Source: an optimization exercise on an open RTL-to-GDS flow (aim: small area and a short achievable clock period). Production flows keep margins and buffers that such runs may drop.
RTL that was checked went through simulation tests only; none was proved equivalent to the original.
Power figures rest on the tool's default switching activity, not on a simulated workload.

==> flow/design.v (excerpt) <==
module DSP (A,B,D,C,CLK,CARRYIN,OPMODE,BCIN,RSTA,RSTB,RSTM,
RSTP,RSTC,RSTD,RSTCARRYIN,RSTOPMODE,CEA,CEB,CEM,CEP,CEC,CED,
CECARRYIN,CEOPMODE,PCIN,BCOUT,PCOUT,P,M,CARRYOUT,CARRYOUTF);
For scale: about 3900 cells after synthesis, ~250 flip-flops, ~350 I/O pins, about 27000 um2 of cells after synthesis.
Settings: LEC_CHECK=0, ABC_AREA=1, CAP_MARGIN=20, CORE_MARGIN=2, CORE_UTILIZATION=40, SETUP_SLACK_MARGIN=2.5, SLEW_MARGIN=20, DONT_BUFFER_PORTS=1, PRE_GLOBAL_PLACE_TCL=/design/flow/flow/ports.tcl; clock period 7.0 ns.
standard.sh (not shown) runs the stock make flow with config.mk's settings and CLKGATE_MAP_FILE= SYNTH_SCRIPT=/design/flow/synth_recipe.tcl, a recipe that flattens the netlist after the stock synthesis.
==> flow/flow/run.sh <==
#!/bin/bash
# The standard layout (standard.sh: standard synthesis, then ORFS to
# finish), with one change: each port gets a plain buffer (buf_1 on inputs,
# buf_2 on outputs) instead of the cell buffer_ports picks by default.
set -euo pipefail
HERE=$(pwd)
cat >> config.mk <<EOC
export DONT_BUFFER_PORTS = 1
export PRE_GLOBAL_PLACE_TCL = $HERE/flow/ports.tcl
EOC
bash standard.sh > standard.log 2>&1
==> flow/flow/ports.tcl <==
# Port buffers, run before global placement in place of ORFS's buffer_ports.
puts "Perform port buffering (flow/ports.tcl)..."
buffer_ports -inputs -buffer_cell sky130_fd_sc_hd__buf_1
buffer_ports -outputs -buffer_cell sky130_fd_sc_hd__buf_2
Then changed:
==> flow/run.sh (new file) <==
#!/bin/bash
# synth_recipe.tcl (not shown) runs the flow's synth.tcl, then flattens the netlist and writes it again
# the make line also repeats each setting of config.mk as NAME=value (left out here)
make -C /OpenROAD-flow-scripts/flow DESIGN_CONFIG=/design/flow/config.mk WORK_HOME=/design/flow/orfs CLKGATE_MAP_FILE= SYNTH_SCRIPT=/design/flow/synth_recipe.tcl finish
DONT_BUFFER_PORTS = unset   (was 1)
PRE_GLOBAL_PLACE_TCL = unset   (was /design/flow/flow/ports.tcl)
removed: flow/flow/run.sh
removed: flow/flow/ports.tcl
removed: flow/standard.sh
Outcome: The changed run passed the timing, design-rule and antenna checks; clock skew increases by 0.014 ns; worst setup slack barely changes; routed wire length increases by about 0.34%; non-clock buffer count increases by 327; utilization increases by 5.0 points; via count increases by 4.1%; worst hold slack is about the same; final cell count increases by about 7%; register-to-register slack is about the same.
Then changed:
==> flow/flow/run.sh (new file) <==
#!/bin/bash
# The standard layout (standard.sh: standard synthesis, then ORFS to
# finish), with one change: the port buffers are plain buffers (buf_2 from
# buffer_ports, then buf_1 on the inputs) instead of the delay cell
# buffer_ports picks by default.  Each tool's output is in orfs/logs.
set -euo pipefail
HERE=$(pwd)
cat >> config.mk <<EOC
export BUFFER_PORTS_ARGS = -buffer_cell sky130_fd_sc_hd__buf_2
export PRE_RESIZE_TCL = $HERE/flow/ports.tcl
EOC
bash standard.sh > standard.log 2>&1
==> flow/flow/ports.tcl (new file) <==
# Before repair_design: the input ports' buffers become buf_1.
set n 0
foreach bterm [[ord::get_db_block] getBTerms] {
  if {[$bterm getIoType] ne "INPUT"} { continue }
  set net [$bterm getNet]
  if {$net eq "NULL" || [$net getSigType] eq "CLOCK"} { continue }
  foreach iterm [$net getITerms] {
    set inst [$iterm getInst]
    if {[[$inst getMaster] getName] eq "sky130_fd_sc_hd__buf_2"} {
      replace_cell [get_cells [$inst getName]] sky130_fd_sc_hd__buf_1
      incr n
    }
  }
}
puts "flow/ports.tcl: $n input buffers set to buf_1"
==> flow/standard.sh (new file) <==
#!/bin/bash
# synth_recipe.tcl (not shown) runs the flow's synth.tcl, then flattens the netlist and writes it again
# the make line also repeats each setting of config.mk as NAME=value (left out here)
make -C /OpenROAD-flow-scripts/flow DESIGN_CONFIG=/design/flow/config.mk WORK_HOME=/design/flow/orfs CLKGATE_MAP_FILE= SYNTH_SCRIPT=/design/flow/synth_recipe.tcl "${@:-finish}"
BUFFER_PORTS_ARGS = -buffer_cell sky130_fd_sc_hd__buf_2   (was unset)
PRE_RESIZE_TCL = /design/flow/flow/ports.tcl   (was unset)
SETUP_SLACK_MARGIN = 3.0   (was 2.5)
removed: flow/run.sh
The new run produced a clean layout.
Routed wire length came out higher by 4.4%.
Final area climbs by 0.98%.
Die area is unchanged.
Via count is higher by 3.8%.
Global-route usage came out higher by 0.91 points.
Power climbs by 1.1%.
No run of this note included a check of the RTL's function; only the layout flow was run.

* * *

build 54:
DSP, a different RTL version from the one above (not shown whole).
Size: about 3900 cells after synthesis, ~230 flip-flops, roughly 350 I/O pins.
export LEC_CHECK = 0
export ABC_AREA = 1
export CAP_MARGIN = 20
export CORE_MARGIN = 2
export CORE_UTILIZATION = 40
export SETUP_SLACK_MARGIN = 2.5
export SLEW_MARGIN = 20
export DONT_BUFFER_PORTS = 1
export PRE_GLOBAL_PLACE_TCL = /design/flow/flow/ports.tcl
create_clock -name core_clock -period 7.0 [get_ports {CLK}]
==> flow/flow/run.sh <==
#!/bin/bash
# The standard layout (standard.sh: standard synthesis, then ORFS to
# finish), with one change: each port gets a plain buffer (buf_1 on inputs,
# buf_2 on outputs) instead of the cell buffer_ports picks by default.
set -euo pipefail
HERE=$(pwd)
cat >> config.mk <<EOC
export DONT_BUFFER_PORTS = 1
export PRE_GLOBAL_PLACE_TCL = $HERE/flow/ports.tcl
EOC
bash standard.sh > standard.log 2>&1
==> flow/flow/ports.tcl <==
# Port buffers, run before global placement in place of ORFS's buffer_ports.
puts "Perform port buffering (flow/ports.tcl)..."
buffer_ports -inputs -buffer_cell sky130_fd_sc_hd__buf_1
buffer_ports -outputs -buffer_cell sky130_fd_sc_hd__buf_2
Build 54 reached the final stage; the timing, design-rule and antenna checks on its layout passed.
Here is what was changed in the inputs of build 32 compared with build 54.
==> flow/flow/run.sh <==
#!/bin/bash
# The standard layout (standard.sh: standard synthesis, then ORFS to
# finish), with one change: the port buffers are plain buffers (buf_2 from
# buffer_ports, then buf_1 on the inputs) instead of the delay cell
# buffer_ports picks by default.  Each tool's output is in orfs/logs.
set -euo pipefail
HERE=$(pwd)
cat >> config.mk <<EOC
export BUFFER_PORTS_ARGS = -buffer_cell sky130_fd_sc_hd__buf_2
export PRE_RESIZE_TCL = $HERE/flow/ports.tcl
EOC
bash standard.sh > standard.log 2>&1
==> flow/flow/ports.tcl <==
# Before repair_design: the input ports' buffers become buf_1.
set n 0
foreach port [get_ports -quiet *] {
  if {[get_property $port direction] ne "input"} { continue }
  if {[get_name $port] eq "CLK"} { continue }
  set net [get_nets -quiet -of_objects $port]
  if {$net eq ""} { continue }
  foreach pin [get_pins -quiet -of_objects $net] {
    set inst [get_cells -of_objects $pin]
    if {[get_property $inst ref_name] eq "sky130_fd_sc_hd__buf_2"} {
      replace_cell $inst sky130_fd_sc_hd__buf_1
      incr n
    }
  }
}
puts "flow/ports.tcl: $n input buffers set to buf_1"
--- a/flow/config.mk
+++ b/flow/config.mk
@@ -13,3 +13,3 @@
 export SLEW_MARGIN = 20
-export DONT_BUFFER_PORTS = 1
-export PRE_GLOBAL_PLACE_TCL = /design/flow/flow/ports.tcl
+export BUFFER_PORTS_ARGS = -buffer_cell sky130_fd_sc_hd__buf_2
+export PRE_RESIZE_TCL = /design/flow/flow/ports.tcl
==> summary.txt <==
Of build 32 and build 54, only build 32 never reached the final stage.
Re post-synthesis instance area: no difference whatsoever between build 32 and build 54.
Diff build 32..build 54 | register area share after synthesis | negligible
[compare] base=build 54 new=build 32: die extent in y now sits at about the same level, number of flip-flops and latches in the synthesized netlist about even, synthesized instance count now sits at about the same level, total nets after synthesis roughly the same.
Number of enable flip-flop cells after synthesis: build 54 vs build 32 identical
The count of port buffers added during placement of build 32 is higher than that of build 54.
Cmp build 32 vs build 54: placer's final routability congestion estimate higher in build 32
From build 54 to build 32, effective utilization at floorplan did not move at all.
## Diff of input files: build 60 against build 32
==> flow/run.sh (new file) <==
#!/bin/bash
# synth_recipe.tcl (not shown) runs the flow's synth.tcl, then flattens the netlist and writes it again
# the make line also repeats each setting of config.mk as NAME=value (left out here)
make -C /OpenROAD-flow-scripts/flow DESIGN_CONFIG=/design/flow/config.mk WORK_HOME=/design/flow/orfs CLKGATE_MAP_FILE= SYNTH_SCRIPT=/design/flow/synth_recipe.tcl finish
--- a/flow/config.mk
+++ b/flow/config.mk
@@ -7,3 +7,2 @@
 export LEC_CHECK = 0
-export ABC_AREA = 1
 export CAP_MARGIN = 20
@@ -11,5 +10,2 @@
 export CORE_UTILIZATION = 40
-export SETUP_SLACK_MARGIN = 2.5
 export SLEW_MARGIN = 20
-export BUFFER_PORTS_ARGS = -buffer_cell sky130_fd_sc_hd__buf_2
-export PRE_RESIZE_TCL = /design/flow/flow/ports.tcl
removed: flow/flow/run.sh
removed: flow/flow/ports.tcl
removed: flow/standard.sh
Notes after the runs:
Build 60 ran to completion and came out clean on the timing, design-rule and antenna checks. Build 32 never completed, since it errored out during placement repair (3_4_place_resized). From build 32 to build 60 the numbers moved as follows: fraction of the yosys area taken by sequential cells went down 1.8 points, synthesized instance count lower, count of buffers from port buffering saw little to no change. | mux share of post-synthesis cell area | build 60 vs build 32 | 10 points higher |. Build 60 against build 32: synthesized-area fraction occupied by adder cells rose 0.62 points, chip width rose by about 5%, compound-cell area share of the yosys netlist has increased.
#### Input delta (build 61 over build 60)
--- a/flow/config.mk
+++ b/flow/config.mk
@@ -7,2 +7,3 @@
 export LEC_CHECK = 0
+export ABC_AREA = 1
 export CAP_MARGIN = 20
@@ -10,2 +11,3 @@
 export CORE_UTILIZATION = 40
+export SETUP_SLACK_MARGIN = 2.5
 export SLEW_MARGIN = 20
Results
Higher internal power summed over all cells goes to build 61 over build 60.
The run showing the smaller count of clock-buffer cells in the layout is build 61.
Placer's final routability congestion estimate in build 61 vs build 60: up 5.3%
Largest family of logic cells by synthesized area: compound AO/OA/AOI/OAI gates -> build 60, simple AND/OR/NAND/NOR gates -> build 61
Against build 60, floorplan die area in build 61 fell by a little under 10%.
Build 61 against build 60: HPWL reported at the end of detailed placement increased 8.5 mm; reg-to-reg setup timing slack has increased; count of plain and timing-repair buffers in the layout decreased by 17 relative to the old numbers.

-- port drivers added, routing unchanged --
The flow's constraints put no driver on any port. The routed layouts listed below were extracted and timed again, unchanged, in two steps.
Step 1: set_driving_cell puts a clkbuf_16 on CLK and a buf_2 on each other input, an assumption about the parent block.
Step 2, shift: input delay + t, output delay - t, t = (earliest + latest rising clock arrival at the registers) / 2. This alone moves slack from input paths to output paths.
a / b / c = no drivers / after step 1 / after step 2; a / b = the first two.
run	t, ns	setup slack, ns	hold slack, ns	worst slew at a driven data input, ns	pins driven straight from the clock port
the first run of note 1	0.651	2.614 / 2.569 / 2.414	0.455 / 0.462 / 0.462	1.20	1
the second run of note 1	0.607	2.616 / 2.554 / 2.079	0.458 / 0.458 / 0.458	0.07	1
the third run of note 1	0.658	2.844 / 2.780 / 2.554	0.460 / 0.460 / 0.460	0.05	1
build 54	0.659	2.528 / 2.500 / 2.500	0.457 / 0.460 / 0.460	1.36	1
build 60	0.652	1.252 / 1.252 / 1.252	0.489 / 0.489 / 0.489	0.09	1
build 61	0.664	2.589 / 2.569 / 2.577	0.460 / 0.460 / 0.460	0.07	1
After both steps every run listed still meets setup and hold. The setup slack of the second run of note 1, which loses most, moves by -0.062 ns with the drivers and by -0.537 ns with both steps.
